This is an optimization exercise on Yosys and OpenROAD, whose aim is small area, a short achievable clock period and few clock cycles per item, not a production implementation. Only simulation tests tie the RTL to the original design; equivalence was not proved. Power is estimated from default activity; no workload was simulated.

### flow/design.v
module MATRIX(CLK, RESET, IN_VALID, IN, OUT_VALID, OUT);
input CLK;
input RESET;
input IN_VALID;
input [3:0] IN;
output reg OUT_VALID;
output [15:0] OUT;
reg [5:0] cnt;
reg [1:0] qa, qb, op;     
reg [2:0] ci, cj;         
reg [3:0] a [0:8];
reg [3:0] b [0:8];
reg [11:0] o;
assign OUT = {{4{o[11]}}, o};
integer n, n1;
always @(posedge CLK) begin
  if (cnt <= 6'd8 && (cnt != 6'd0 || IN_VALID)) begin
    for (n1 = 0; n1 < 8; n1 = n1 + 1) a[n1] <= a[n1+1];
    a[8] <= IN;
  end
  if (cnt >= 6'd9 && cnt <= 6'd17) begin
    for (n1 = 0; n1 < 8; n1 = n1 + 1) b[n1] <= b[n1+1];
    b[8] <= IN;
  end
end
reg f22, outmm, outas, outar, deta, detb;
always @(posedge CLK) begin
  f22 <= cnt == 6'd21;
  outmm <= cnt == 6'd21 || (cnt >= 6'd22 && cnt <= 6'd29 && opc == 2'd2);    
  outas <= cnt >= 6'd22 && cnt <= 6'd29 && !opc[1];                         
  outar <= cnt >= 6'd21 && cnt <= 6'd29;                                    
  deta <= cnt == 6'd8 || cnt == 6'd9 || cnt == 6'd12 || cnt == 6'd13 || cnt == 6'd16 || cnt == 6'd17;
  detb <= cnt == 6'd10 || cnt == 6'd11 || cnt == 6'd14 || cnt == 6'd15 || cnt == 6'd18 || cnt == 6'd19;
end
wire [1:0] opc = (cnt == 6'd22) ? IN[1:0] : op;    
wire isas = f22 ? !IN[1] : outas;                   
wire [3:0] Bc = (qb == 2'd0) ? b[0] : (qb == 2'd1) ? b[2] : (qb == 2'd2) ? b[8] : b[6];
function [2:0] rv;           
  input [2:0] x;
  rv = {x[0], x[1], x[2]};
endfunction
wire rowA = !qa[0];                        
wire revA = qa[1];                         
wire [2:0] idxA = (qa == 2'd0 || qa == 2'd3) ? ci : rv(ci);
wire rowB = qb[0];                         
wire revB = qb[0] ^ qb[1];
wire [2:0] idxB = (qb == 2'd0 || qb == 2'd1) ? cj : rv(cj);
reg [8:0] selA, selAR, selBL;
reg [2:0] alA, alB, alR;
reg [2:0] tau [0:2];
integer r, c, k, p;
always @* begin
  selA = 9'd0;
  for (r = 0; r < 3; r = r + 1)
    for (c = 0; c < 3; c = c + 1)
      selA[3*r+c] = outmm && (rowA ? idxA[r] : idxA[c]);
  if (cnt == 6'd9 || cnt == 6'd14) selA[0] = 1'b1;
  if (cnt == 6'd10 || cnt == 6'd17) selA[1] = 1'b1;
  if (cnt == 6'd13 || cnt == 6'd18) selA[2] = 1'b1;
  for (r = 0; r < 3; r = r + 1)
    for (c = 0; c < 3; c = c + 1)
      selBL[3*r+c] = rowB ? idxB[r] : idxB[c];
  for (k = 0; k < 3; k = k + 1) begin
    for (p = 0; p < 3; p = p + 1) alA[p] = idxA[(k - p + 3) % 3];    
    alB = (revA ^ revB) ? rv(alA) : alA;
    if (outas && k == 1) alB = revB ? rv(ci) : ci;
    for (p = 0; p < 3; p = p + 1)
      tau[k][p] = (idxB[0] & alB[p]) | (idxB[1] & alB[(p + 2) % 3]) | (idxB[2] & alB[(p + 1) % 3]);
  end
  alR = revA ? rv(cj) : cj;
  for (r = 0; r < 3; r = r + 1)
    for (c = 0; c < 3; c = c + 1)
      selAR[3*r+c] = outar && (rowA ? (idxA[r] && alR[c]) : (idxA[c] && alR[r]));
  case (cnt)
    6'd9:  selAR[4] = 1'b1;
    6'd10: selAR[5] = 1'b1;
    6'd11: selAR[8] = 1'b1;
    6'd12: selAR[6] = 1'b1;
    6'd13: selAR[3] = 1'b1;
    6'd14: selAR[5] = 1'b1;
    6'd15: selAR[7] = 1'b1;
    6'd16: selAR[7] = 1'b1;
    6'd17: selAR[3] = 1'b1;
    6'd18: selAR[4] = 1'b1;
    6'd19: selAR[8] = 1'b1;
    6'd20: selAR[6] = 1'b1;
    default: ;
  endcase
end
reg [3:0] At0, At1, At2, AR, Bl0, Bl1, Bl2;
always @* begin
  At0 = 4'd0; At1 = 4'd0; At2 = 4'd0; AR = 4'd0; Bl0 = 4'd0; Bl1 = 4'd0; Bl2 = 4'd0;
  for (n = 0; n < 9; n = n + 1) begin
    if ((n / 3 + n % 3) % 3 == 0) At0 = At0 | ({4{selA[n]}} & a[n]);
    if ((n / 3 + n % 3) % 3 == 1) At1 = At1 | ({4{selA[n]}} & a[n]);
    if ((n / 3 + n % 3) % 3 == 2) At2 = At2 | ({4{selA[n]}} & a[n]);
    AR = AR | ({4{selAR[n]}} & a[n]);
    if ((n / 3 + n % 3) % 3 == 0) Bl0 = Bl0 | ({4{selBL[n]}} & b[n]);
    if ((n / 3 + n % 3) % 3 == 1) Bl1 = Bl1 | ({4{selBL[n]}} & b[n]);
    if ((n / 3 + n % 3) % 3 == 2) Bl2 = Bl2 | ({4{selBL[n]}} & b[n]);
  end
end
wire [3:0] Bt0 = ({4{tau[0][0]}} & Bl0) | ({4{tau[0][1]}} & Bl1) | ({4{tau[0][2]}} & Bl2);
wire [3:0] Bt1 = ({4{tau[1][0]}} & Bl0) | ({4{tau[1][1]}} & Bl1) | ({4{tau[1][2]}} & Bl2);
wire [3:0] Bt2 = ({4{tau[2][0]}} & Bl0) | ({4{tau[2][1]}} & Bl1) | ({4{tau[2][2]}} & Bl2);
wire nx0 = cnt == 6'd14, nx1 = cnt == 6'd17, nx2 = cnt == 6'd18;
reg [3:0] X0, Y0, X1, Y1, X1D, X2, Y2;
wire c_1 = ~(X0[0] & Y0[3]) ^ (X0[1] & Y0[2]) ^ (X0[2] & Y0[1]);
wire c_2 = (~(X0[0] & Y0[3]) & (X0[1] & Y0[2])) | (~(X0[0] & Y0[3]) & (X0[2] & Y0[1])) | ((X0[1] & Y0[2]) & (X0[2] & Y0[1]));
wire c_3 = ~(X0[3] & Y0[0]) ^ ~(X1[0] & Y1[3]);
wire c_4 = ~(X0[3] & Y0[0]) & ~(X1[0] & Y1[3]);
wire c_5 = ~(X0[1] & Y0[3]) ^ (X0[2] & Y0[2]) ^ ~(X0[3] & Y0[1]);
wire c_6 = (~(X0[1] & Y0[3]) & (X0[2] & Y0[2])) | (~(X0[1] & Y0[3]) & ~(X0[3] & Y0[1])) | ((X0[2] & Y0[2]) & ~(X0[3] & Y0[1]));
wire c_7 = ~(X1[1] & Y1[3]) ^ (X1[2] & Y1[2]) ^ ~(X1[3] & Y1[1]);
wire c_8 = (~(X1[1] & Y1[3]) & (X1[2] & Y1[2])) | (~(X1[1] & Y1[3]) & ~(X1[3] & Y1[1])) | ((X1[2] & Y1[2]) & ~(X1[3] & Y1[1]));
wire c_9 = ~(X0[2] & Y0[3]) ^ ~(X0[3] & Y0[2]) ^ ~(X1[2] & Y1[3]);
wire c_10 = (~(X0[2] & Y0[3]) & ~(X0[3] & Y0[2])) | (~(X0[2] & Y0[3]) & ~(X1[2] & Y1[3])) | (~(X0[3] & Y0[2]) & ~(X1[2] & Y1[3]));
wire c_11 = (X0[0] & Y0[2]) ^ (X0[1] & Y0[1]) ^ (X0[2] & Y0[0]);
wire c_12 = ((X0[0] & Y0[2]) & (X0[1] & Y0[1])) | ((X0[0] & Y0[2]) & (X0[2] & Y0[0])) | ((X0[1] & Y0[1]) & (X0[2] & Y0[0]));
wire c_13 = (X1[0] & Y1[2]) ^ (X1[1] & Y1[1]);
wire c_14 = (X1[0] & Y1[2]) & (X1[1] & Y1[1]);
wire c_15 = (X1[1] & Y1[2]) ^ (X1[2] & Y1[1]) ^ ~(X1[3] & Y1[0]);
wire c_16 = ((X1[1] & Y1[2]) & (X1[2] & Y1[1])) | ((X1[1] & Y1[2]) & ~(X1[3] & Y1[0])) | ((X1[2] & Y1[1]) & ~(X1[3] & Y1[0]));
wire c_17 = ~(X2[0] & Y2[3]) ^ (X2[1] & Y2[2]) ^ (X2[2] & Y2[1]);
wire c_18 = (~(X2[0] & Y2[3]) & (X2[1] & Y2[2])) | (~(X2[0] & Y2[3]) & (X2[2] & Y2[1])) | ((X2[1] & Y2[2]) & (X2[2] & Y2[1]));
wire c_19 = ~(X2[3] & Y2[0]) ^ c_1;
wire c_20 = ~(X2[3] & Y2[0]) & c_1;
wire c_21 = (X1D[0] & Y1[0]) ^ ~(X2[1] & Y2[3]) ^ (X2[2] & Y2[2]);
wire c_22 = ((X1D[0] & Y1[0]) & ~(X2[1] & Y2[3])) | ((X1D[0] & Y1[0]) & (X2[2] & Y2[2])) | (~(X2[1] & Y2[3]) & (X2[2] & Y2[2]));
wire c_23 = ~(X2[3] & Y2[1]) ^ 1'b1 ^ c_2;
wire c_24 = (~(X2[3] & Y2[1]) & 1'b1) | (~(X2[3] & Y2[1]) & c_2) | (1'b1 & c_2);
wire c_25 = c_4 ^ c_5 ^ c_7;
wire c_26 = (c_4 & c_5) | (c_4 & c_7) | (c_5 & c_7);
wire c_27 = ~(X1[3] & Y1[2]) ^ (X1D[0] & Y1[1]) ^ (X1D[1] & Y1[0]);
wire c_28 = (~(X1[3] & Y1[2]) & (X1D[0] & Y1[1])) | (~(X1[3] & Y1[2]) & (X1D[1] & Y1[0])) | ((X1D[0] & Y1[1]) & (X1D[1] & Y1[0]));
wire c_29 = ~(X2[2] & Y2[3]) ^ ~(X2[3] & Y2[2]) ^ 1'b1;
wire c_30 = (~(X2[2] & Y2[3]) & ~(X2[3] & Y2[2])) | (~(X2[2] & Y2[3]) & 1'b1) | (~(X2[3] & Y2[2]) & 1'b1);
wire c_31 = c_6 ^ c_8 ^ c_9;
wire c_32 = (c_6 & c_8) | (c_6 & c_9) | (c_8 & c_9);
wire c_33 = (X0[3] & Y0[3]) ^ (X1[3] & Y1[3]) ^ (X1D[0] & Y1[2]);
wire c_34 = ((X0[3] & Y0[3]) & (X1[3] & Y1[3])) | ((X0[3] & Y0[3]) & (X1D[0] & Y1[2])) | ((X1[3] & Y1[3]) & (X1D[0] & Y1[2]));
wire c_35 = (X1D[1] & Y1[1]) ^ (X1D[2] & Y1[0]) ^ (X2[3] & Y2[3]);
wire c_36 = ((X1D[1] & Y1[1]) & (X1D[2] & Y1[0])) | ((X1D[1] & Y1[1]) & (X2[3] & Y2[3])) | ((X1D[2] & Y1[0]) & (X2[3] & Y2[3]));
wire c_37 = ~(X1D[0] & Y1[3]) ^ (X1D[1] & Y1[2]);
wire c_38 = ~(X1D[0] & Y1[3]) & (X1D[1] & Y1[2]);
wire c_39 = (X0[0] & Y0[1]) ^ (X0[1] & Y0[0]) ^ (X1[0] & Y1[1]);
wire c_40 = ((X0[0] & Y0[1]) & (X0[1] & Y0[0])) | ((X0[0] & Y0[1]) & (X1[0] & Y1[1])) | ((X0[1] & Y0[0]) & (X1[0] & Y1[1]));
wire c_41 = (X1[2] & Y1[0]) ^ (X2[0] & Y2[2]) ^ (X2[1] & Y2[1]);
wire c_42 = ((X1[2] & Y1[0]) & (X2[0] & Y2[2])) | ((X1[2] & Y1[0]) & (X2[1] & Y2[1])) | ((X2[0] & Y2[2]) & (X2[1] & Y2[1]));
wire c_43 = (X2[2] & Y2[0]) ^ c_11;
wire c_44 = (X2[2] & Y2[0]) & c_11;
wire c_45 = c_3 ^ c_12 ^ c_14;
wire c_46 = (c_3 & c_12) | (c_3 & c_14) | (c_12 & c_14);
wire c_47 = c_15 ^ c_17 ^ c_19;
wire c_48 = (c_15 & c_17) | (c_15 & c_19) | (c_17 & c_19);
wire c_49 = c_16 ^ c_18 ^ c_20;
wire c_50 = (c_16 & c_18) | (c_16 & c_20) | (c_18 & c_20);
wire c_51 = c_21 ^ c_23 ^ c_25;
wire c_52 = (c_21 & c_23) | (c_21 & c_25) | (c_23 & c_25);
wire c_53 = c_22 ^ c_24 ^ c_26;
wire c_54 = (c_22 & c_24) | (c_22 & c_26) | (c_24 & c_26);
wire c_55 = c_27 ^ c_29 ^ c_31;
wire c_56 = (c_27 & c_29) | (c_27 & c_31) | (c_29 & c_31);
wire c_57 = c_10 ^ c_28 ^ c_30;
wire c_58 = (c_10 & c_28) | (c_10 & c_30) | (c_28 & c_30);
wire c_59 = c_32 ^ c_33 ^ c_35;
wire c_60 = (c_32 & c_33) | (c_32 & c_35) | (c_33 & c_35);
wire c_61 = (X1D[2] & Y1[1]) ^ ~(X1D[3] & Y1[0]) ^ 1'b1;
wire c_62 = ((X1D[2] & Y1[1]) & ~(X1D[3] & Y1[0])) | ((X1D[2] & Y1[1]) & 1'b1) | (~(X1D[3] & Y1[0]) & 1'b1);
wire c_63 = c_34 ^ c_36 ^ c_37;
wire c_64 = (c_34 & c_36) | (c_34 & c_37) | (c_36 & c_37);
wire c_65 = ~(X1D[1] & Y1[3]) ^ (X1D[2] & Y1[2]) ^ ~(X1D[3] & Y1[1]);
wire c_66 = (~(X1D[1] & Y1[3]) & (X1D[2] & Y1[2])) | (~(X1D[1] & Y1[3]) & ~(X1D[3] & Y1[1])) | ((X1D[2] & Y1[2]) & ~(X1D[3] & Y1[1]));
wire c_67 = 1'b1 ^ c_38;
wire c_68 = 1'b1 & c_38;
wire c_69 = ~(X1D[2] & Y1[3]) ^ ~(X1D[3] & Y1[2]);
wire c_70 = ~(X1D[2] & Y1[3]) & ~(X1D[3] & Y1[2]);
wire c_71 = (X1[1] & Y1[0]) ^ (X2[0] & Y2[1]);
wire c_72 = (X1[1] & Y1[0]) & (X2[0] & Y2[1]);
wire c_73 = c_13 ^ c_40 ^ c_41;
wire c_74 = (c_13 & c_40) | (c_13 & c_41) | (c_40 & c_41);
wire c_75 = c_42 ^ c_44 ^ c_45;
wire c_76 = (c_42 & c_44) | (c_42 & c_45) | (c_44 & c_45);
wire c_77 = c_46 ^ c_48 ^ c_49;
wire c_78 = (c_46 & c_48) | (c_46 & c_49) | (c_48 & c_49);
wire c_79 = c_50 ^ c_52 ^ c_53;
wire c_80 = (c_50 & c_52) | (c_50 & c_53) | (c_52 & c_53);
wire c_81 = c_54 ^ c_56 ^ c_57;
wire c_82 = (c_54 & c_56) | (c_54 & c_57) | (c_56 & c_57);
wire c_83 = c_58 ^ c_60 ^ c_61;
wire c_84 = (c_58 & c_60) | (c_58 & c_61) | (c_60 & c_61);
wire c_85 = c_62 ^ c_64 ^ c_65;
wire c_86 = (c_62 & c_64) | (c_62 & c_65) | (c_64 & c_65);
wire c_87 = 1'b1 ^ c_66 ^ c_68;
wire c_88 = (1'b1 & c_66) | (1'b1 & c_68) | (c_66 & c_68);
wire c_89 = (X1D[3] & Y1[3]) ^ 1'b1;
wire c_90 = (X1D[3] & Y1[3]) & 1'b1;
wire c_91 = (X0[0] & Y0[0]) ^ (X1[0] & Y1[0]);
wire c_92 = (X0[0] & Y0[0]) & (X1[0] & Y1[0]);
wire c_93 = (X2[1] & Y2[0]) ^ c_39 ^ c_71;
wire c_94 = ((X2[1] & Y2[0]) & c_39) | ((X2[1] & Y2[0]) & c_71) | (c_39 & c_71);
wire c_95 = c_43 ^ c_72 ^ c_73;
wire c_96 = (c_43 & c_72) | (c_43 & c_73) | (c_72 & c_73);
wire c_97 = c_47 ^ c_74 ^ c_75;
wire c_98 = (c_47 & c_74) | (c_47 & c_75) | (c_74 & c_75);
wire c_99 = c_51 ^ c_76 ^ c_77;
wire c_100 = (c_51 & c_76) | (c_51 & c_77) | (c_76 & c_77);
wire c_101 = c_55 ^ c_78 ^ c_79;
wire c_102 = (c_55 & c_78) | (c_55 & c_79) | (c_78 & c_79);
wire c_103 = c_59 ^ c_80 ^ c_81;
wire c_104 = (c_59 & c_80) | (c_59 & c_81) | (c_80 & c_81);
wire c_105 = c_63 ^ c_82 ^ c_83;
wire c_106 = (c_63 & c_82) | (c_63 & c_83) | (c_82 & c_83);
wire c_107 = c_67 ^ c_84 ^ c_85;
wire c_108 = (c_67 & c_84) | (c_67 & c_85) | (c_84 & c_85);
wire c_109 = c_69 ^ c_86 ^ c_87;
wire c_110 = (c_69 & c_86) | (c_69 & c_87) | (c_86 & c_87);
wire c_111 = c_70 ^ c_88 ^ c_89;
wire c_112 = (c_70 & c_88) | (c_70 & c_89) | (c_88 & c_89);
wire [11:0] R0 = {c_90,c_110,c_108,c_106,c_104,c_102,c_100,c_98,c_96,c_94,c_92,(X2[0] & Y2[0])};
wire [11:0] R1 = {c_112,c_111,c_109,c_107,c_105,c_103,c_101,c_99,c_97,c_95,c_93,c_91};
reg [11:0] R0r, R1r;
reg dP, keep, invo, oen;
always @(posedge CLK) begin
  dP <= cnt == 6'd10 || cnt == 6'd11 || cnt == 6'd14 || cnt == 6'd15 || cnt == 6'd18 || cnt == 6'd19;
  keep <= cnt == 6'd13 || cnt == 6'd16 || cnt == 6'd17 || cnt == 6'd20 || cnt == 6'd21 || cnt == 6'd22;
  invo <= cnt == 6'd22;
  oen <= cnt == 6'd12 || cnt == 6'd13 || cnt == 6'd16 || cnt == 6'd17 || cnt == 6'd20 || cnt == 6'd21 ||
         (cnt == 6'd22 && qa[0]) || (cnt >= 6'd23 && cnt <= 6'd31 && op != 2'd3);
end
wire [11:0] ob = ((keep ? o : 12'd0) ^ {12{invo}}) | {8'd0, dP, 3'd0};
wire [11:0] sa = R0r ^ R1r ^ ob;
wire [11:0] sb = (R0r & R1r) | (R0r & ob) | (R1r & ob);
wire [11:0] S = sa + {sb[10:0], invo};
always @(posedge CLK) begin
  X0 <= isas ? 4'd1 : ((At0 ^ {4{nx0}}) | {3'd0, nx2});
  Y0 <= (isas || deta) ? AR : Bt0;
  X1 <= isas ? {{3{opc[0]}}, 1'b1} : ((At1 ^ {4{nx1}}) | {3'd0, nx0});
  X1D <= {4{detb}} & S[7:4];
  X2 <= detb ? {~S[3], S[2:0]} : (isas ? 4'd0 : ((At2 ^ {4{nx2}}) | {3'd0, nx1}));
  Y1 <= (deta || detb) ? AR : ((f22 && !IN[1]) ? Bc : Bt1);
  Y2 <= (deta || detb) ? AR : Bt2;
  if (oen) o <= S;
  if (cnt == 6'd18) qa <= IN[1:0];
  if (cnt == 6'd19) qa[1] <= qa[1] ^ (qa[0] & IN[0]);
  if (cnt == 6'd20) qb <= IN[1:0];
  if (cnt == 6'd21) qb[1] <= qb[1] ^ (qb[0] & IN[0]);
  if (cnt == 6'd22) op <= IN[1:0];
  if (cnt <= 6'd21) begin
    ci <= 3'b001; cj <= 3'b001;
  end else begin
    cj <= {cj[1:0], cj[2]};
    if (cj[2]) ci <= {ci[1:0], ci[2]};
  end
  R0r <= R0;
  R1r <= R1;
  if (RESET) begin
    cnt <= 6'd0;
    OUT_VALID <= 1'b0;
  end else begin
    if (cnt == 6'd0) cnt <= {5'd0, IN_VALID};
    else if (cnt == ((op == 2'd3) ? 6'd32 : 6'd33)) cnt <= 6'd0;
    else cnt <= cnt + 6'd1;
    OUT_VALID <= (op == 2'd3 && cnt >= 6'd23 && cnt <= 6'd31) ||
                 (op != 2'd3 && cnt >= 6'd24 && cnt <= 6'd32);
  end
end
endmodule
### flow/flow/run.sh
#!/bin/bash
set -euo pipefail
bash standard.sh SETUP_SLACK_MARGIN=6.5 "BUFFER_PORTS_ARGS=-buffer_cell sky130_fd_sc_hd__buf_2" finish > standard.log 2>&1
### flow/standard.sh
#!/bin/bash
# synth_recipe.tcl (not shown) runs the flow's synth.tcl, then flattens the netlist and writes it again
# the make line also repeats each setting of config.mk as NAME=value (left out here)
make -C /OpenROAD-flow-scripts/flow DESIGN_CONFIG=/design/flow/config.mk WORK_HOME=/design/flow/orfs CLKGATE_MAP_FILE= SYNTH_SCRIPT=/design/flow/synth_recipe.tcl "${@:-finish}"
### flow/config.mk
export PLATFORM = sky130hd
export DESIGN_NAME = MATRIX
export DESIGN_NICKNAME = MATRIX
export VERILOG_FILES = /design/flow/design.v
export SDC_FILE = /design/flow/constraint.sdc
export NUM_CORES = 4
export LEC_CHECK = 0
export CAP_MARGIN = 20
export CORE_MARGIN = 2
export CORE_UTILIZATION = 60
export CTS_BUF_LIST = sky130_fd_sc_hd__clkbuf_4 sky130_fd_sc_hd__clkbuf_8
export SETUP_SLACK_MARGIN = 5
export SLEW_MARGIN = 20
### flow/constraint.sdc
create_clock -name core_clock -period 10.0 [get_ports {CLK}]
set_input_delay 2.0000 -clock core_clock [delete_from_list [all_inputs] [get_ports {CLK}]]
set_output_delay 2.0000 -clock core_clock [all_outputs]
set_load 0.01 [all_outputs]
==> results of run 1 <==
==> sequential cells by signal, indices dropped and copies added, names as in the netlist, 6 cells and up <==
register and flops:
o 12, a 36, b 36, R1r 12
R0r 12, cnt 6
==> worst max-delay path, stage by stage (launching register included) <==
cell,delay [ps]
sky130_fd_sc_hd__edfxtp_1,740
sky130_fd_sc_hd__inv_1,210
sky130_fd_sc_hd__ha_2,570
sky130_fd_sc_hd__xor2_1,250
sky130_fd_sc_hd__mux2_2,400
sky130_fd_sc_hd__a22oi_1,190
sky130_fd_sc_hd__o21ai_0,270
sky130_fd_sc_hd__a222oi_1,480
sky130_fd_sc_hd__a21oi_1,120
==> Yosys cell counts (7+ instances only) <==
| cell | n |
|---|---|
| sky130_fd_sc_hd__a21o_1 | 7 |
| sky130_fd_sc_hd__a21oi_1 | 50 |
| sky130_fd_sc_hd__a222oi_1 | 21 |
| sky130_fd_sc_hd__a22oi_1 | 20 |
| sky130_fd_sc_hd__and2_1 | 42 |
| sky130_fd_sc_hd__clkbuf_1 | 27 |
| sky130_fd_sc_hd__dfxtp_1 | 76 |
| sky130_fd_sc_hd__edfxtp_1 | 88 |
| sky130_fd_sc_hd__fa_1 | 54 |
| sky130_fd_sc_hd__ha_1 | 30 |
| sky130_fd_sc_hd__inv_1 | 99 |
| sky130_fd_sc_hd__mux2_2 | 14 |
| sky130_fd_sc_hd__mux2i_1 | 25 |
| sky130_fd_sc_hd__nand2_1 | 115 |
| sky130_fd_sc_hd__nand2b_1 | 15 |
| sky130_fd_sc_hd__nand3_1 | 18 |
| sky130_fd_sc_hd__nor2_1 | 52 |
| sky130_fd_sc_hd__nor2b_1 | 9 |
| sky130_fd_sc_hd__o21ai_0 | 9 |
| sky130_fd_sc_hd__o21ai_1 | 9 |
| sky130_fd_sc_hd__o22ai_1 | 13 |
| sky130_fd_sc_hd__xnor2_1 | 32 |
| sky130_fd_sc_hd__xor2_1 | 16 |
==> cells by family after synthesis <==
family / after synthesis / share of synthesized area [%]
AO/OA/AOI/OAI: 177 / 12.94
buffers and inverters: 146 / 6.055
multiplexers: 41 / 4.515
AND/OR/NAND/NOR: 281 / 14.03
XOR/XNOR: 48 / 4.347
adder cells (fa/ha/maj): 84 / 15.06
flip-flops: 164 / 43.06
==> per-stage QoR <==
| step | setup WS, ps | total power (µW) | area, µm² | util [%] | cells |
|---|---|---|---|---|---|
| after floorplan | 6270 | 772.9 | 9701 | - | 941 |
| after global placement | 6514 | 788.0 | 9910 | 62.61 | 1138 |
| after detailed placement | 6424 | 789.1 | 9910 | 62.61 | 1138 |
| after CTS | 6611 | 1226 | 10270 | 64.86 | 1170 |
| after global routing | 6492 | 1254 | 10310 | 65.14 | 1171 |
| final | 6637 | 1220 | 10310 | 65.14 | 1171 |
==> layout make-up <==
class | instances | area (µm²) | share of cell area [%]
timing repair buffer | 26 | 157.7 | 1.529
inverter | 102 | 382.9 | 3.714
multi-input combinational | 631 | 4974 | 48.24
clock inverter | 15 | 120.1 | 1.165
clock buffer | 17 | 234.0 | 2.269
tap | 216 | 270.3 | 2.621
sequential | 164 | 4172 | 40.46
==> power breakdown <==
| part | switching [µW] | leakage [µW] | internal (µW) | total [µW] |
|---|---|---|---|---|
| sequential | 19.2 | 0.00145 | 730 | 749 |
| clock | 268 | 0.000183 | 178 | 446 |
| combinational | 16.6 | 0.00254 | 8.04 | 24.7 |
| total | 304 | 0.00417 | 916 | 1220 |
==> layer usage <==
layer / GRT usage [%] / share of wire (%) / up-vias / wire (µm)
met5: 0 / 0 / - / 0
met1: 34.95 / 41 / 3409 / 9564
li1: - / - / 3270 / -
met3: 4.927 / 6.3 / 51 / 1458
met4: 11.83 / 2.9 / 0 / 675
met2: 47.61 / 50 / 304 / 11550
==> how the worst min path moves through the flow <==
stage | end | slack (ps) | startpoint | cells past startpoint
floorplan | b[2][0]$_DFFE_PP_ | 430 | b[3][0]$_DFFE_PP_ | 0
global placement | b[0][2]$_DFFE_PP_ | 430 | b[1][2]$_DFFE_PP_ | 0
finish | b[0][3]$_DFFE_PP_ | 450 | b[1][3]$_DFFE_PP_ | 0
CTS | b[0][3]$_DFFE_PP_ | 460 | b[1][3]$_DFFE_PP_ | 0
global route | b[0][3]$_DFFE_PP_ | 460 | b[1][3]$_DFFE_PP_ | 0
detailed placement | b[0][3]$_DFFE_PP_ | 440 | b[1][3]$_DFFE_PP_ | 0
==> flow_summary.json, run 1 <==
{
  "outcome": "finished clean",
  "rsz_0062_raised_after_global_routing": "yes",
  "clock.fmax_ghz": 0.2974,
  "post_cts.resized_instances": 2,
  "tritoncts.num_buffers": 17,
  "die-area_mm2": 0.01715,
  "synth_cells": 941,
  "reg_to_reg_critical_path_startpoint": "qb[0]$_DFFE_PP_",
  "numPortBuffers": 23,
  "worstPathMaxFanout": 17,
  "fin_worst_hold_slack_ps": 453.7,
  "synth_flop_cell": "sky130_fd_sc_hd__edfxtp_1",
  "cts_hold_repair.buffers": 0,
  "async_reset_ff_share_pct": 0,
  "path_class": "flip-flop to flip-flop",
  "n_fill_cell": 1251,
  "area_growth_syn_to_layout_pct": 6.612,
  "power.ir.vdd_worst_v": 0.0001133,
  "finalWeightedCongestion": 0.9165,
  "ant_nets": 0,
  "fin_crit_sh_pct": 33.63,
  "placement_rows": 46,
  "slew-limit-headroom_pct": 38.91,
  "skew_ps": 11.96,
  "cts_max_level": 4,
  "layout_cell_share_with_drive_strength_beyond_1_pct": 9.005,
  "synth_top_cells_by_area": "sky130_fd_sc_hd__edfxtp_1, sky130_fd_sc_hd__dfxtp_1, sky130_fd_sc_hd__fa_1, sky130_fd_sc_hd__nand2_1, sky130_fd_sc_hd__ha_1",
  "critical_path.endpoint": "Y2[3]$_DFF_P_",
  "synth_cell_types": 67,
  "cp-start-kind": "flip-flop",
  "die-width_um": 131.0,
  "ys_warn_count": 4,
  "startpoint_of_the_worst_setup_timing_path": "qb[0]$_DFFE_PP_",
  "global_route_overflow": 0,
  "worst_r2r_setup_slack_ps": 6640,
  "detailedRoute.firstIterationViolations": 797,
  "die_height_um": 131.0,
  "worst-r2r-cell-count": 8,
  "layout.cells.most_common": "sky130_fd_sc_hd__nand2_1",
  "global_routing_usage_summed_across_all_routing_layers_pct": 27.84,
  "dr.pass1.iters": 9,
  "clk-insertion-delay-late_ps": 470,
  "hold_violation_total_from_the_final_report": 0,
  "layout_min_cycle_time_ps": 3363,
  "first_pass_grt_wire_length_mm": 35.82,
  "synth_top_area_cell": "sky130_fd_sc_hd__edfxtp_1",
  "synth_seq_cells": 164,
  "number_of_global_route_vias_before_repair": 6914,
  "initial_core_util_pct": 61.10,
  "antenna_found_initial": 0,
  "worst_ep_required_time_ps": 10320,
  "timing.final.max_slew_violations": 0,
  "vias": 7034,
  "numClockSinks": 164,
  "worst_r2r_endpoint": "Y2[3]$_DFF_P_",
  "hp-class": "flip-flop to flip-flop",
  "tritoncts": "yes",
  "clockRootBuffer": "sky130_fd_sc_hd__clkbuf_8",
  "power-per-cell-area_mw_per_mm2": 118.3,
  "wl_per_cell_um": 19.86,
  "antennaDiodeCount": 0,
  "final.setup.tns_ps": 0,
  "post_synth_instance_area_mm2": 0.009671,
  "worstSetupEndpointType": "flip-flop",
  "synthDominantCellAreaShare_pct": 27.33,
  "timing.critical_path.arrival_ps": 3690,
  "grt_start_max_net_pins": 37,
  "cap_violations": 0,
  "cts_setup_buffers": 0,
  "layout.cells.most_common_list": "sky130_fd_sc_hd__nand2_1, sky130_fd_sc_hd__inv_1, sky130_fd_sc_hd__edfxtp_1",
  "place_hpwl_mm": 17.37,
  "via_density_per_instance": 6.007,
  "synth-seq-area-share_pct": 43.06,
  "cellLeakagePower_uw": 0.004172,
  "setup_viol": 0,
  "fin_nets": 1033,
  "routed_wl_mm": 23.25,
  "max-clock-path-buffers": 2,
  "pin_slew_with_the_least_headroom_to_its_limit_ps": 915.1,
  "drc": 0,
  "syn_area_per_cell_um2": 10.28,
  "clock_transition_at_the_register_clock_pins_on_the_worst_setup_and_hold_paths_after_cts_ps": 90,
  "synth-edff-count": 88,
  "synth_nets": 1032,
  "num_io_pins": 24,
  "coreArea_mm2": 0.01583
}
Testbench counts, summed over its fixed seeds: cycles 54,008, items 1,600.
==> inputs of run 2 (changes only) <==
==> flow/flow/run.sh (replaced) <==
#!/bin/bash
set -euo pipefail
bash standard.sh SETUP_SLACK_MARGIN=7 "BUFFER_PORTS_ARGS=-buffer_cell sky130_fd_sc_hd__buf_2" finish > standard.log 2>&1
--- a/flow/config.mk
+++ b/flow/config.mk
@@ -8,6 +8,7 @@
 export CAP_MARGIN = 20
 export CORE_MARGIN = 2
-export CORE_UTILIZATION = 60
+export CORE_UTILIZATION = 75
 export CTS_BUF_LIST = sky130_fd_sc_hd__clkbuf_4 sky130_fd_sc_hd__clkbuf_8
+export PLACE_DENSITY = 0.8
 export SETUP_SLACK_MARGIN = 5
 export SLEW_MARGIN = 20
==> flow_summary.json, run 2 <==
{
  "fin_crit_sh_pct": 31.31,
  "worstSetupEndpointType": "output pin",
  "timing.critical_path.arrival_ps": 1130,
  "power.ir.vdd_worst_v": 0.0001435,
  "placedInstanceArea_mm2": 0.009861,
  "worst_ep_required_time_ps": 8000,
  "area_growth_syn_to_layout_pct": 10.18,
  "synth.top_cells.by_count": "sky130_fd_sc_hd__nand2_1, sky130_fd_sc_hd__inv_1, sky130_fd_sc_hd__edfxtp_1",
  "number_of_global_route_vias_before_repair": 7565,
  "layout_min_cycle_time_ps": 3131,
  "tritoncts": "yes",
  "finalWeightedCongestion": 0.9626,
  "setup_viol": 0,
  "layout_cell_share_with_drive_strength_beyond_1_pct": 15.55,
  "routed_wl_mm": 26.31,
  "timing.final.max_slew_violations": 0,
  "cap_violations": 0,
  "min_from": "b[3][2]$_DFFE_PP_",
  "n_fill_cell": 667,
  "die_height_um": 117.6,
  "numPlacedInstances": 1094,
  "synth_top_area_cell": "sky130_fd_sc_hd__edfxtp_1",
  "num_io_pins": 24,
  "slew-limit-headroom_pct": 36.26,
  "synth_cells": 941,
  "met3_length_mm": 2.373,
  "cpMaxStageDelayCell": "sky130_fd_sc_hd__edfxtp_1",
  "syn_area_per_cell_um2": 10.28,
  "share_of_synthesized_cell_area_in_and_or_nand_and_nor_gates_pct": 14.03,
  "regArea_mm2": 0.004199,
  "numClockSinks": 164,
  "final.setup.tns_ps": 0,
  "timing.critical_path.buf_inv": 1,
  "met1_length_mm": 9.522,
  "path_class": "flip-flop to output pin",
  "clock_transition_at_the_register_clock_pins_on_the_worst_setup_and_hold_paths_after_cts_ps": 90,
  "worst-r2r-cell-count": 8,
  "synth_top_cells_by_area": "sky130_fd_sc_hd__edfxtp_1, sky130_fd_sc_hd__dfxtp_1, sky130_fd_sc_hd__fa_1, sky130_fd_sc_hd__nand2_1, sky130_fd_sc_hd__ha_1",
  "layout.cells.most_common_list": "sky130_fd_sc_hd__nand2_1, sky130_fd_sc_hd__inv_1, sky130_fd_sc_hd__edfxtp_1",
  "cp.depth": 1,
  "rsz_0062_raised_after_global_routing": "yes",
  "wl_per_cell_um": 22.76,
  "first_pass_grt_wire_length_mm": 39.54,
  "hp-class": "flip-flop to flip-flop",
  "clock.fmax_ghz": 0.3194,
  "synth_adder_area_share_pct": 15.06,
  "worstPathMaxFanout": 6,
  "tritoncts.num_buffers": 17,
  "synth_flop_cell": "sky130_fd_sc_hd__edfxtp_1",
  "pin_slew_with_the_least_headroom_to_its_limit_ps": 954.8,
  "global_route_overflow": 0,
  "synthDominantCellAreaShare_pct": 27.33,
  "synth_compound_gate_area_share_pct": 12.94,
  "die-area_mm2": 0.01382,
  "finalNonFillerCells": 1156,
  "worst_r2r_setup_slack_ps": 6870,
  "vias": 7696,
  "drc": 0,
  "antenna_found_initial": 0,
  "antennaDiodeCount": 0,
  "detailedRoute.firstIterationViolations": 1076,
  "cts_hold_repair.buffers": 0,
  "clockRootBuffer": "sky130_fd_sc_hd__clkbuf_8",
  "final_design_area_no_fill_mm2": 0.01066,
  "max_used_layer": "met4",
  "met2_length_mm": 13.03,
  "synth_cell_types": 67,
  "post_synth_instance_area_mm2": 0.009671,
  "synth_seq_cells": 164,
  "numPortBuffers": 23,
  "cts_max_level": 4,
  "global_routing_usage_summed_across_all_routing_layers_pct": 36.85,
  "synth-seq-area-share_pct": 43.06,
  "reg_to_reg_critical_path_startpoint": "Y0[2]$_DFF_P_",
  "largest_registers": "a (36), b (36)",
  "ant_nets": 0,
  "synth-edff-count": 88,
  "dr.pass1.iters": 10,
  "critical_path.endpoint": "OUT[15]",
  "synth_nets": 1032,
  "power-per-cell-area_mw_per_mm2": 119.8,
  "max-clock-path-buffers": 2,
  "synth_top_family_by_area": "adder cells",
  "hold_violation_total_from_the_final_report": 0,
  "muxShareOfSynthArea_pct": 4.515,
  "via_density_per_instance": 6.657,
  "async_reset_ff_share_pct": 0,
  "ys_warn_count": 4,
  "outcome": "finished clean",
  "fin_nets": 1062,
  "skew_ps": 26.45,
  "cellLeakagePower_uw": 0.004356,
  "post-synth-top-count-cell": "sky130_fd_sc_hd__nand2_1",
  "placement_rows": 41,
  "combined_area_of_the_multi_input_logic_cells_mm2": 0.005076,
  "critical-path-top-delay-family": "flip-flops",
  "critPathMaxStageDelay_ps": 470,
  "worst_r2r_endpoint": "R1r[5]$_DFF_P_",
  "place_hpwl_mm": 17.52,
  "layout.cells.most_common": "sky130_fd_sc_hd__nand2_1",
  "grt_start_max_net_pins": 37,
  "startpoint_of_the_worst_setup_timing_path": "o[11]$_DFFE_PP_",
  "clk-insertion-delay-late_ps": 490,
  "synth_xor_xnor_area_share_pct": 4.347,
  "cp-start-kind": "flip-flop",
  "initial_core_util_pct": 76.63,
  "list_of_cells_traversed_by_the_critical_path": "buf_2",
  "die-width_um": 117.6,
  "coreArea_mm2": 0.01262
}
-- run 2: cells by family (layout without fill, tap and decap cells) --
group           Yosys count  after routing
compound gates          177            177
xor+xnor                 48             48
fa+ha+maj                84             84
buf+inv                 146            189
flops                   164            164
mux                      41             41
simple gates            281            281
-- run 2: power breakdown --
group,total [µW],leakage [µW],internal [µW],switching [µW]
registers,747,0.00145,729,18.3
clock network,505,0.000198,252,253
logic,24.6,0.00271,8.03,16.6
total,1280,0.00436,988,288
-- run 2: worst min-delay path by stage --
stage	slack [ps]	depth (start not counted)	to
after floorplan	430	0	b[2][0]$_DFFE_PP_
after global placement	430	0	b[0][0]$_DFFE_PP_
after detailed placement	430	0	b[2][2]$_DFFE_PP_
after CTS	460	0	b[3][2]$_DFFE_PP_
after global routing	480	0	b[3][1]$_DFFE_PP_
final	460	0	b[2][2]$_DFFE_PP_
-- run 2: timing repair --
| item | 4_1_cts | 5_1_grt |
|---|---|---|
| setup endpoints to repair | 44 | 41 |
| resized for setup | 27 | 24 |
| buffers inserted | 14 | 15 |
| pin swaps | 6 | 13 |
-- run 2: layer usage --
layer / vias up / GRT usage, %
met4: 0 / 18.98
met1: 3666 / 45.56
met3: 120 / 6.250
li1: 3332 / -
met5: - / 0
met2: 578 / 62.68
-- run 2: through the flow --
step / setup WS (ps) / power (µW) / utilization (%) / hold WS (ps)
4_1_cts: 6876 / 1271 / 82.70 / 456.4
3_3_place_gp: 6647 / 785.5 / 78.14 / 431.7
2_1_floorplan: 6270 / 772.9 / - / 426.2
6_report: 6869 / 1276 / 84.43 / 461.0
3_5_place_dp: 6531 / 787.0 / 78.14 / 433.1
5_1_grt: 6776 / 1304 / 84.43 / 475.7
-- run 2: final cells by class --
cell class              count  area share [%]
clock inverters            13           1.480
clock buffers              19           2.337
inverters                 102           3.593
flip-flops and latches    164           39.41
repair buffers             55           3.523
multi-input cells         631           47.64
well taps                 172           2.020
==> inputs of run 3 (changes only) <==
--- a/flow/config.mk
+++ b/flow/config.mk
@@ -8,7 +8,6 @@
 export CAP_MARGIN = 20
 export CORE_MARGIN = 2
-export CORE_UTILIZATION = 75
+export CORE_UTILIZATION = 60
 export CTS_BUF_LIST = sky130_fd_sc_hd__clkbuf_4 sky130_fd_sc_hd__clkbuf_8
-export PLACE_DENSITY = 0.8
 export SETUP_SLACK_MARGIN = 5
 export SLEW_MARGIN = 20
==> flow_summary.json, run 3 <==
{
  "synthDominantCellAreaShare_pct": 27.33,
  "finalNonFillerCells": 1202,
  "synth_flop_cell": "sky130_fd_sc_hd__edfxtp_1",
  "hp-class": "flip-flop to flip-flop",
  "numPlacedInstances": 1139,
  "layout.cells.most_common_list": "sky130_fd_sc_hd__nand2_1, sky130_fd_sc_hd__inv_1, sky130_fd_sc_hd__edfxtp_1",
  "first_pass_grt_wire_length_mm": 35.76,
  "clock_transition_at_the_register_clock_pins_on_the_worst_setup_and_hold_paths_after_cts_ps": 90,
  "area_growth_syn_to_layout_pct": 11.54,
  "antenna_found_initial": 0,
  "total_power_uw": 1290,
  "numClockSinks": 164,
  "hold_end": "b[0][3]$_DFFE_PP_",
  "synth_top_cells_by_area": "sky130_fd_sc_hd__edfxtp_1, sky130_fd_sc_hd__dfxtp_1, sky130_fd_sc_hd__fa_1, sky130_fd_sc_hd__nand2_1, sky130_fd_sc_hd__ha_1",
  "largest_registers": "a (36), b (36)",
  "num_io_pins": 24,
  "grt_start_max_net_pins": 37,
  "timing.critical_path.buf_inv": 1,
  "max-clock-path-buffers": 2,
  "synth-seq-area-share_pct": 43.06,
  "cts_max_level": 4,
  "layout_cell_share_with_drive_strength_beyond_1_pct": 15.82,
  "critPathMaxStageDelay_ps": 450,
  "global_route_overflow": 0,
  "muxShareOfSynthArea_pct": 4.515,
  "synth.top_cells.by_count": "sky130_fd_sc_hd__nand2_1, sky130_fd_sc_hd__inv_1, sky130_fd_sc_hd__edfxtp_1",
  "timing.final.max_slew_violations": 0,
  "synth_adder_area_share_pct": 15.06,
  "coreArea_mm2": 0.01583,
  "worstPathMaxFanout": 6,
  "worst_r2r_setup_slack_ps": 6990,
  "synth_compound_gate_area_share_pct": 12.94,
  "die-area_mm2": 0.01715,
  "synth_xor_xnor_area_share_pct": 4.347,
  "antennaDiodeCount": 0,
  "clockRootBuffer": "sky130_fd_sc_hd__clkbuf_8",
  "list_of_cells_traversed_by_the_critical_path": "buf_2",
  "placement_rows": 46,
  "tritoncts.num_buffers": 17,
  "synth-edff-count": 88,
  "die-width_um": 131.0,
  "placedInstanceArea_mm2": 0.009923,
  "ant_nets": 0,
  "hold_violation_total_from_the_final_report": 0,
  "layout.cells.most_common": "sky130_fd_sc_hd__nand2_1",
  "layout_min_cycle_time_ps": 3079,
  "worst-r2r-cell-count": 12,
  "vias": 7148,
  "min_from": "b[1][3]$_DFFE_PP_",
  "setup_viol": 0,
  "rsz_0062_raised_after_global_routing": "yes",
  "path_class": "flip-flop to output pin",
  "power-per-cell-area_mw_per_mm2": 119.6,
  "synth_top_area_cell": "sky130_fd_sc_hd__edfxtp_1",
  "finalWeightedCongestion": 0.9283,
  "final_design_area_no_fill_mm2": 0.01079,
  "reg_to_reg_critical_path_startpoint": "o[0]$_DFFE_PP_",
  "initial_core_util_pct": 61.10,
  "cp-start-kind": "flip-flop",
  "tritoncts": "yes",
  "die_height_um": 131.0,
  "clock.fmax_ghz": 0.3247,
  "fin_nets": 1064,
  "post-synth-top-count-cell": "sky130_fd_sc_hd__nand2_1",
  "number_of_global_route_vias_before_repair": 6968,
  "async_reset_ff_share_pct": 0,
  "cap_violations": 0,
  "cpMaxStageDelayCell": "sky130_fd_sc_hd__edfxtp_1",
  "post_synth_instance_area_mm2": 0.009671,
  "via_density_per_instance": 5.947,
  "numPortBuffers": 23,
  "synth_cell_types": 67,
  "clk-insertion-delay-late_ps": 450,
  "drc": 0,
  "fin_crit_sh_pct": 30.79,
  "cellLeakagePower_uw": 0.004375,
  "global_routing_usage_summed_across_all_routing_layers_pct": 27.71,
  "place_hpwl_mm": 17.01,
  "synth_seq_cells": 164,
  "detailedRoute.firstIterationViolations": 879,
  "synth_top_family_by_area": "adder cells",
  "routed_wl_mm": 23.38,
  "wl_per_cell_um": 19.45,
  "worst_ep_required_time_ps": 8000,
  "ys_warn_count": 4,
  "synth_nets": 1032,
  "min_delay_path_depth": 0,
  "cp.depth": 1,
  "power.ir.vdd_worst_v": 0.0001441,
  "skew_ps": 13.67,
  "critical-path-top-delay-family": "flip-flops",
  "synth_cells": 941,
  "dr.pass1.iters": 7,
  "pin_slew_with_the_least_headroom_to_its_limit_ps": 917.2,
  "slew-limit-headroom_pct": 38.77,
  "final.setup.tns_ps": 0,
  "outcome": "finished clean",
  "worstSetupEndpointType": "output pin",
  "timing.critical_path.arrival_ps": 1080,
  "share_of_synthesized_cell_area_in_and_or_nand_and_nor_gates_pct": 14.03,
  "syn_area_per_cell_um2": 10.28,
  "worst_r2r_endpoint": "o[10]$_DFFE_PP_"
}
-- run 3: kinds of logic (layout without fill, tap and decap cells) --
family,after synthesis,count (layout)
compound gates,177,177
xor+xnor,48,48
fa+ha+maj,84,84
buf+inv,146,191
flops,164,164
mux,41,41
simple gates,281,281
-- run 3: area by class of cell --
type                       instances  area (µm²)
multi-input combinational        631        5106
clock buffer                      17       234.0
sequential                       164        4198
inverter                         102       382.9
tap                              216       270.3
fill                            1219        5041
clock inverter                    15       188.9
timing repair buffer              57       406.6
-- run 3: stage by stage --
step                      setup WS (ps)  hold WS, ps  utilization (%)
after floorplan                    6270        426.2                -
after global placement             6636        428.6            62.70
after detailed placement           6485        436.1            62.70
after CTS                          6898        452.0            66.17
after global routing               6870        464.2            68.15
final                              6921        452.5            68.15
-- run 3: timing repair --
item | CTS | global route
pin swaps | 0 | 20
setup buffers | 10 | 20
endpoints found under the setup margin | 43 | 36
resized for setup | 21 | 34
hold buffers | 0 | 0
-- run 3: metal layers --
metal  wire length (µm)  GRT usage [%]  vias up
li1                   -              -     3339
met1               9563          35.48     3468
met2              11770          47.82      290
met3               1482          4.886       51
met4                562          9.324        0
met5                  0              0        -
-- run 3: power breakdown --
| group | leakage [µW] | internal [µW] | switching (µW) | total, µW |
|---|---|---|---|---|
| sequential | 0.00145 | 729 | 18.6 | 747 |
| clock | 0.000216 | 254 | 265 | 519 |
| combinational | 0.00271 | 8.04 | 16.2 | 24.3 |
-- run 3: how the worst max path moves through the flow --
stage                    startpoint  slack [ps]                end
global route        o[11]$_DFFE_PP_        6870            OUT[12]
CTS                 o[11]$_DFFE_PP_        6900            OUT[13]
finish              o[11]$_DFFE_PP_        6920            OUT[12]
floorplan                  IN_VALID        6270  a[0][0]$_DFFE_PP_
detailed placement     invo$_DFF_P_        6480    o[10]$_DFFE_PP_
global placement              IN[1]        6640      Y0[1]$_DFF_P_
==> inputs of run 4 (changes only) <==
==> flow/flow/run.sh (replaced) <==
#!/bin/bash
set -euo pipefail
bash standard.sh SETUP_SLACK_MARGIN=6.9 "BUFFER_PORTS_ARGS=-buffer_cell sky130_fd_sc_hd__buf_2" finish > standard.log 2>&1
==> flow_summary.json, run 4 <==
{
  "setup_viol": 0,
  "clock_power_share_pct": 41.3,
  "clk-insertion-delay-late_ps": 470,
  "timing.final.max_slew_violations": 0,
  "ys_warn_count": 4,
  "global_routing_usage_summed_across_all_routing_layers_pct": 28.36,
  "worst_ep_required_time_ps": 8000,
  "n_fill_cell": 1229,
  "power.ir.vdd_worst_v": 0.00009301,
  "seq_power_share_pct": 56.9,
  "cts_hold_repair.buffers": 0,
  "worst-r2r-cell-count": 12,
  "grt_start_max_net_pins": 37,
  "max-clock-path-buffers": 2,
  "min_from": "b[1][3]$_DFFE_PP_",
  "clock.fmax_ghz": 0.3229,
  "power_frac_comb_pct": 1.8,
  "fin_nets": 1038,
  "ant_nets": 0,
  "synth.top_cells.by_count": "sky130_fd_sc_hd__nand2_1, sky130_fd_sc_hd__inv_1, sky130_fd_sc_hd__edfxtp_1",
  "first_pass_grt_wire_length_mm": 36.41,
  "worst_r2r_setup_slack_ps": 6930,
  "switching_share_pct": 22.26,
  "vias": 7179,
  "area_growth_syn_to_layout_pct": 8.746,
  "outcome": "finished clean",
  "slew-limit-headroom_pct": 33.54,
  "num_io_pins": 24,
  "power-per-cell-area_mw_per_mm2": 125.2,
  "post-synth-top-count-cell": "sky130_fd_sc_hd__nand2_1",
  "synth_cells": 941,
  "largest_registers": "a (36), b (36)",
  "cp-start-kind": "flip-flop",
  "cpMaxStageDelayCell": "sky130_fd_sc_hd__edfxtp_1",
  "clock_transition_at_the_register_clock_pins_on_the_worst_setup_and_hold_paths_after_cts_ps": 100,
  "async_reset_ff_share_pct": 0,
  "layout_min_cycle_time_ps": 3097,
  "drc": 0,
  "synth_seq_cells": 164,
  "cp.depth": 1,
  "critical_path.endpoint": "OUT[13]",
  "synth_nets": 1032,
  "die_height_um": 131.0,
  "numPortBuffers": 23,
  "critical-path-top-delay-family": "flip-flops",
  "number_of_global_route_vias_before_repair": 7082,
  "wl_per_cell_um": 19.94,
  "clockRootBuffer": "sky130_fd_sc_hd__clkbuf_8",
  "timing.critical_path.arrival_ps": 1100,
  "skew_ps": 14.90,
  "die-area_mm2": 0.01715,
  "die-width_um": 131.0,
  "post_synth_instance_area_mm2": 0.009671,
  "layout.cells.most_common": "sky130_fd_sc_hd__nand2_1",
  "synth_cell_types": 67,
  "switching_power_uw": 293.2,
  "fin_crit_sh_pct": 30.97,
  "antenna_found_initial": 0,
  "list_of_cells_traversed_by_the_critical_path": "buf_2",
  "synthDominantCellAreaShare_pct": 27.33,
  "min_delay_path_depth": 0,
  "total_power_uw": 1317,
  "numClockSinks": 164,
  "synth-seq-area-share_pct": 43.06,
  "tritoncts.num_buffers": 17,
  "critPathMaxStageDelay_ps": 450,
  "place_hpwl_mm": 17.39,
  "synth_top_area_cell": "sky130_fd_sc_hd__edfxtp_1",
  "detailedRoute.firstIterationViolations": 787,
  "path_class": "flip-flop to output pin",
  "reg_to_reg_critical_path_startpoint": "invo$_DFF_P_",
  "hp-class": "flip-flop to flip-flop",
  "worst_r2r_endpoint": "o[10]$_DFFE_PP_",
  "synth_flop_cell": "sky130_fd_sc_hd__edfxtp_1",
  "rsz_0062_raised_after_global_routing": "yes",
  "placement_rows": 46,
  "syn_area_per_cell_um2": 10.28,
  "hold_violation_total_from_the_final_report": 0,
  "pin_slew_with_the_least_headroom_to_its_limit_ps": 995.6,
  "routed_wl_mm": 23.45,
  "global_route_overflow": 0,
  "timing.critical_path.buf_inv": 1,
  "tritoncts": "yes",
  "antennaDiodeCount": 0,
  "cts_max_level": 4,
  "synth-edff-count": 88,
  "worstPathMaxFanout": 6,
  "coreArea_mm2": 0.01583,
  "cellLeakagePower_uw": 0.004254,
  "via_density_per_instance": 6.105,
  "synth_top_cells_by_area": "sky130_fd_sc_hd__edfxtp_1, sky130_fd_sc_hd__dfxtp_1, sky130_fd_sc_hd__fa_1, sky130_fd_sc_hd__nand2_1, sky130_fd_sc_hd__ha_1",
  "worstSetupEndpointType": "output pin",
  "dr.pass1.iters": 6,
  "finalWeightedCongestion": 0.9449,
  "layout_cell_share_with_drive_strength_beyond_1_pct": 11.77,
  "internal_power_uw": 1024,
  "startpoint_of_the_worst_setup_timing_path": "o[11]$_DFFE_PP_",
  "final.setup.tns_ps": 0,
  "layout.cells.most_common_list": "sky130_fd_sc_hd__nand2_1, sky130_fd_sc_hd__inv_1, sky130_fd_sc_hd__edfxtp_1",
  "cap_violations": 0,
  "initial_core_util_pct": 61.10
}
[run 4: cell type report]
| type | instances | area (µm²) | share of cell area [%] |
|---|---|---|---|
| tap | 216 | 270.3 | 2.570 |
| clock buffer | 19 | 255.2 | 2.427 |
| multi-input combinational | 631 | 5035 | 47.88 |
| clock inverter | 13 | 192.7 | 1.832 |
| sequential | 164 | 4185 | 39.80 |
| inverter | 102 | 382.9 | 3.641 |
| timing repair buffer | 31 | 195.2 | 1.856 |
[run 4: cell families (layout without fill, tap and decap cells)]
family	after synthesis	count (layout)	share of synthesized area, %
AO/OA/AOI/OAI	177	177	12.94
XOR/XNOR	48	48	4.347
adder cells (fa/ha/maj)	84	84	15.06
buffers and inverters	146	165	6.055
flip-flops	164	164	43.06
multiplexers	41	41	4.515
AND/OR/NAND/NOR	281	281	14.03
[run 4: power by group through the flow]
stage / clock network [µW] / logic [µW] / registers, µW
4_1_cts: 552 / 24.1 / 748
6_report: 544 / 24.2 / 749
5_1_grt: 575 / 26.4 / 751
3_3_place_gp: 0 / 23.1 / 763
3_5_place_dp: 0 / 24.2 / 764
2_1_floorplan: 0 / 16.6 / 756
[run 4: how the worst min path moves through the flow]
stage,end
2_1_floorplan,b[2][0]$_DFFE_PP_
6_report,b[0][3]$_DFFE_PP_
4_1_cts,b[0][3]$_DFFE_PP_
3_3_place_gp,b[0][2]$_DFFE_PP_
3_5_place_dp,b[0][3]$_DFFE_PP_
5_1_grt,b[3][1]$_DFFE_PP_
[run 4: timing repair]
action | CTS | global route
resized for setup | 14 | 17
buffers inserted | 3 | 2
pin swaps | 0 | 1
gates cloned | 0 | 0
endpoints found under the setup margin | 29 | 25
[run 4: through the flow]
stage	std cells	worst slack (ps)	util (%)	hold slack, ps	instance area, µm²
after floorplan	941	6270	-	426.2	9709
after global placement	1138	6528	62.61	429.0	9910
after detailed placement	1138	6318	62.61	438.7	9910
after CTS	1173	6850	65.79	460.3	10410
after global routing	1176	6804	66.44	469.9	10520
final	1176	6903	66.44	453.8	10520
[run 4: layer usage]
metal	track usage (%)	routed length, µm	vias up
li1	-	-	3283
met1	35.60	9516	3531
met2	48.19	11890	294
met3	4.764	1266	71
met4	13.14	780	0
met5	0	0	-
==> inputs of run 5 (changes only) <==
==> flow/flow/run.sh (replaced) <==
#!/bin/bash
set -euo pipefail
bash standard.sh SETUP_SLACK_MARGIN=6.9 "BUFFER_PORTS_ARGS=-buffer_cell sky130_fd_sc_hd__buf_2" \
  "CTS_ARGS=-buf_list {sky130_fd_sc_hd__clkbuf_4 sky130_fd_sc_hd__clkbuf_8} -sink_clustering_enable -sink_clustering_size 30 -sink_clustering_max_diameter 120" \
  finish > standard.log 2>&1
==> flow_summary.json, run 5 <==
{
  "cap_violations": 0,
  "first_pass_grt_wire_length_mm": 36.41,
  "synth_compound_gate_area_share_pct": 12.94,
  "synth-edff-count": 88,
  "finalWeightedCongestion": 0.9449,
  "cp-start-kind": "flip-flop",
  "layout_cell_share_with_drive_strength_beyond_1_pct": 11.77,
  "synth_xor_xnor_area_share_pct": 4.347,
  "detailedRoute.firstIterationViolations": 787,
  "skew_ps": 14.90,
  "syn_area_per_cell_um2": 10.28,
  "slew-limit-headroom_pct": 33.54,
  "critical-path-top-delay-family": "flip-flops",
  "fin_nets": 1038,
  "hp-class": "flip-flop to flip-flop",
  "hold_violation_total_from_the_final_report": 0,
  "clk-insertion-delay-late_ps": 470,
  "async_reset_ff_share_pct": 0,
  "layout.cells.most_common_list": "sky130_fd_sc_hd__nand2_1, sky130_fd_sc_hd__inv_1, sky130_fd_sc_hd__edfxtp_1",
  "routed_wl_mm": 23.45,
  "synth_nets": 1032,
  "worstSetupEndpointType": "output pin",
  "max-clock-path-buffers": 2,
  "tritoncts": "yes",
  "final_core_util_pct": 66.44,
  "fin_crit_sh_pct": 30.97,
  "via_density_per_instance": 6.105,
  "grt_start_max_net_pins": 37,
  "synth_cell_types": 67,
  "clockRootBuffer": "sky130_fd_sc_hd__clkbuf_8",
  "die_height_um": 131.0,
  "total_power_uw": 1317,
  "synth_adder_area_share_pct": 15.06,
  "wl_per_cell_um": 19.94,
  "largest_registers": "a (36), b (36)",
  "cellLeakagePower_uw": 0.004254,
  "synth_top_family_by_area": "adder cells",
  "synth_cells": 941,
  "numClockSinks": 164,
  "numPortBuffers": 23,
  "list_of_cells_traversed_by_the_critical_path": "buf_2",
  "global_route_overflow": 0,
  "coreArea_mm2": 0.01583,
  "layout_min_cycle_time_ps": 3097,
  "outcome": "finished clean",
  "timing.critical_path.arrival_ps": 1100,
  "setup_viol": 0,
  "pin_slew_with_the_least_headroom_to_its_limit_ps": 995.6,
  "synth_seq_cells": 164,
  "critPathMaxStageDelay_ps": 450,
  "synthDominantCellAreaShare_pct": 27.33,
  "antenna_found_initial": 0,
  "global_routing_usage_summed_across_all_routing_layers_pct": 28.36,
  "finalNonFillerCells": 1176,
  "worst_ep_required_time_ps": 8000,
  "tritoncts.num_buffers": 17,
  "cts_hold_repair.buffers": 0,
  "cpMaxStageDelayCell": "sky130_fd_sc_hd__edfxtp_1",
  "synth_top_cells_by_area": "sky130_fd_sc_hd__edfxtp_1, sky130_fd_sc_hd__dfxtp_1, sky130_fd_sc_hd__fa_1, sky130_fd_sc_hd__nand2_1, sky130_fd_sc_hd__ha_1",
  "place_hpwl_mm": 17.39,
  "dr.pass1.iters": 6,
  "post_synth_instance_area_mm2": 0.009671,
  "final_design_area_no_fill_mm2": 0.01052,
  "cts_max_level": 4,
  "rsz_0062_raised_after_global_routing": "yes",
  "power.ir.vdd_worst_v": 0.00009301,
  "die-area_mm2": 0.01715,
  "timing.final.max_slew_violations": 0,
  "number_of_global_route_vias_before_repair": 7082,
  "ant_nets": 0,
  "muxShareOfSynthArea_pct": 4.515,
  "layout.cells.most_common": "sky130_fd_sc_hd__nand2_1",
  "placedInstanceArea_mm2": 0.009910,
  "timing.critical_path.buf_inv": 1,
  "synth.top_cells.by_count": "sky130_fd_sc_hd__nand2_1, sky130_fd_sc_hd__inv_1, sky130_fd_sc_hd__edfxtp_1",
  "synth_top_area_cell": "sky130_fd_sc_hd__edfxtp_1",
  "power-per-cell-area_mw_per_mm2": 125.2,
  "antennaDiodeCount": 0,
  "clock_transition_at_the_register_clock_pins_on_the_worst_setup_and_hold_paths_after_cts_ps": 100,
  "post-synth-top-count-cell": "sky130_fd_sc_hd__nand2_1",
  "drc": 0,
  "clock.fmax_ghz": 0.3229,
  "initial_core_util_pct": 61.10,
  "final.setup.tns_ps": 0,
  "vias": 7179,
  "die-width_um": 131.0,
  "synth-seq-area-share_pct": 43.06,
  "numPlacedInstances": 1138,
  "ys_warn_count": 4,
  "worstPathMaxFanout": 6,
  "path_class": "flip-flop to output pin",
  "area_growth_syn_to_layout_pct": 8.746,
  "synth_flop_cell": "sky130_fd_sc_hd__edfxtp_1",
  "placement_rows": 46,
  "num_io_pins": 24,
  "share_of_synthesized_cell_area_in_and_or_nand_and_nor_gates_pct": 14.03
}
run 5: cell counts after synthesis:
Identical to the previous run, type by type.
run 5: final timing paths:
| check | to | cells past startpoint | from | slack [ps] |
|---|---|---|---|---|
| worst max register to register | o[10]$_DFFE_PP_ | 12 | invo$_DFF_P_ | 6930 |
| worst min-delay path | b[0][3]$_DFFE_PP_ | 0 | b[1][3]$_DFFE_PP_ | 450 |
| worst max-delay path | OUT[13] | 1 | o[11]$_DFFE_PP_ | 6900 |
| worst min register to register | b[0][3]$_DFFE_PP_ | 0 | b[1][3]$_DFFE_PP_ | 450 |
run 5: cells by family after synthesis:
kind of cell             count (synthesis)
AND/OR/NAND/NOR                        281
AO/OA/AOI/OAI                          177
flip-flops                             164
buffers and inverters                  146
adder cells (fa/ha/maj)                 84
XOR/XNOR                                48
multiplexers                            41
run 5: layout make-up:
| class | count | area (µm²) |
|---|---|---|
| fillers | 1229 | 5311 |
| multi-input cells | 631 | 5035 |
| flip-flops and latches | 164 | 4185 |
| inverters | 102 | 382.9 |
| well taps | 216 | 270.3 |
| clock buffers | 19 | 255.2 |
| repair buffers | 31 | 195.2 |
| clock inverters | 13 | 192.7 |
run 5: where the power goes:
part / internal, µW / leakage, µW / switching (µW)
clock: 286 / 0.000225 / 258
combinational: 8.06 / 0.00258 / 16.2
sequential: 730 / 0.00145 / 19.0
total: 1020 / 0.00425 / 293
run 5: repair_timing:
item / in CTS / in global routing
gates resized for setup: 14 / 17
pin swaps: 0 / 1
endpoints found under the setup margin: 29 / 25
setup buffers: 3 / 2
run 5: metal layers:
metal / part of all wire, % / GRT usage [%]
met1: 41 / 35.60
met2: 51 / 48.19
met3: 5.4 / 4.764
met4: 3.3 / 13.14
met5: 0 / 0
run 5: metrics by stage:
step	hold WS (ps)	worst slack (ps)
2_1_floorplan	426.2	6270
3_3_place_gp	429.0	6528
3_5_place_dp	438.7	6318
4_1_cts	460.3	6850
5_1_grt	469.9	6804
6_report	453.8	6903

static timing again, ports no longer ideal:
The flow's constraints put no driver on any port. The routed layouts listed below were extracted and timed again, unchanged, in two steps.
Step 1 assumes that a clkbuf_16 drives the clock port and a buf_2 every other input.
Step 2 times the ports against the registers' clock, not the clock port: input delays grow and output delays shrink by t, the midpoint of the rising clock arrivals with the driver on.
a / b / c = ideal / step 1 / step 2; a / b = the first two.
run | t (ns) | setup slack, ns | latest minus earliest clock arrival (ns) | worst register clock-pin slew, ns | worst data-port slew with drivers (ns)
run 1 | 0.504 | 6.637 / 6.637 / 6.562 | 0.012 / 0.012 | 0.10 / 0.10 | 0.03
run 2 | 0.514 | 6.869 / 6.832 / 6.758 | 0.027 / 0.027 | 0.11 / 0.11 | 0.03
run 3 | 0.486 | 6.921 / 6.882 / 6.713 | 0.014 / 0.014 | 0.10 / 0.10 | 0.03
run 4 | 0.507 | 6.903 / 6.862 / 6.600 | 0.015 / 0.014 | 0.10 / 0.10 | 0.03
run 5 | 0.507 | 6.903 / 6.862 / 6.600 | 0.015 / 0.014 | 0.10 / 0.10 | 0.03
After both steps setup and hold are still met in every run listed.
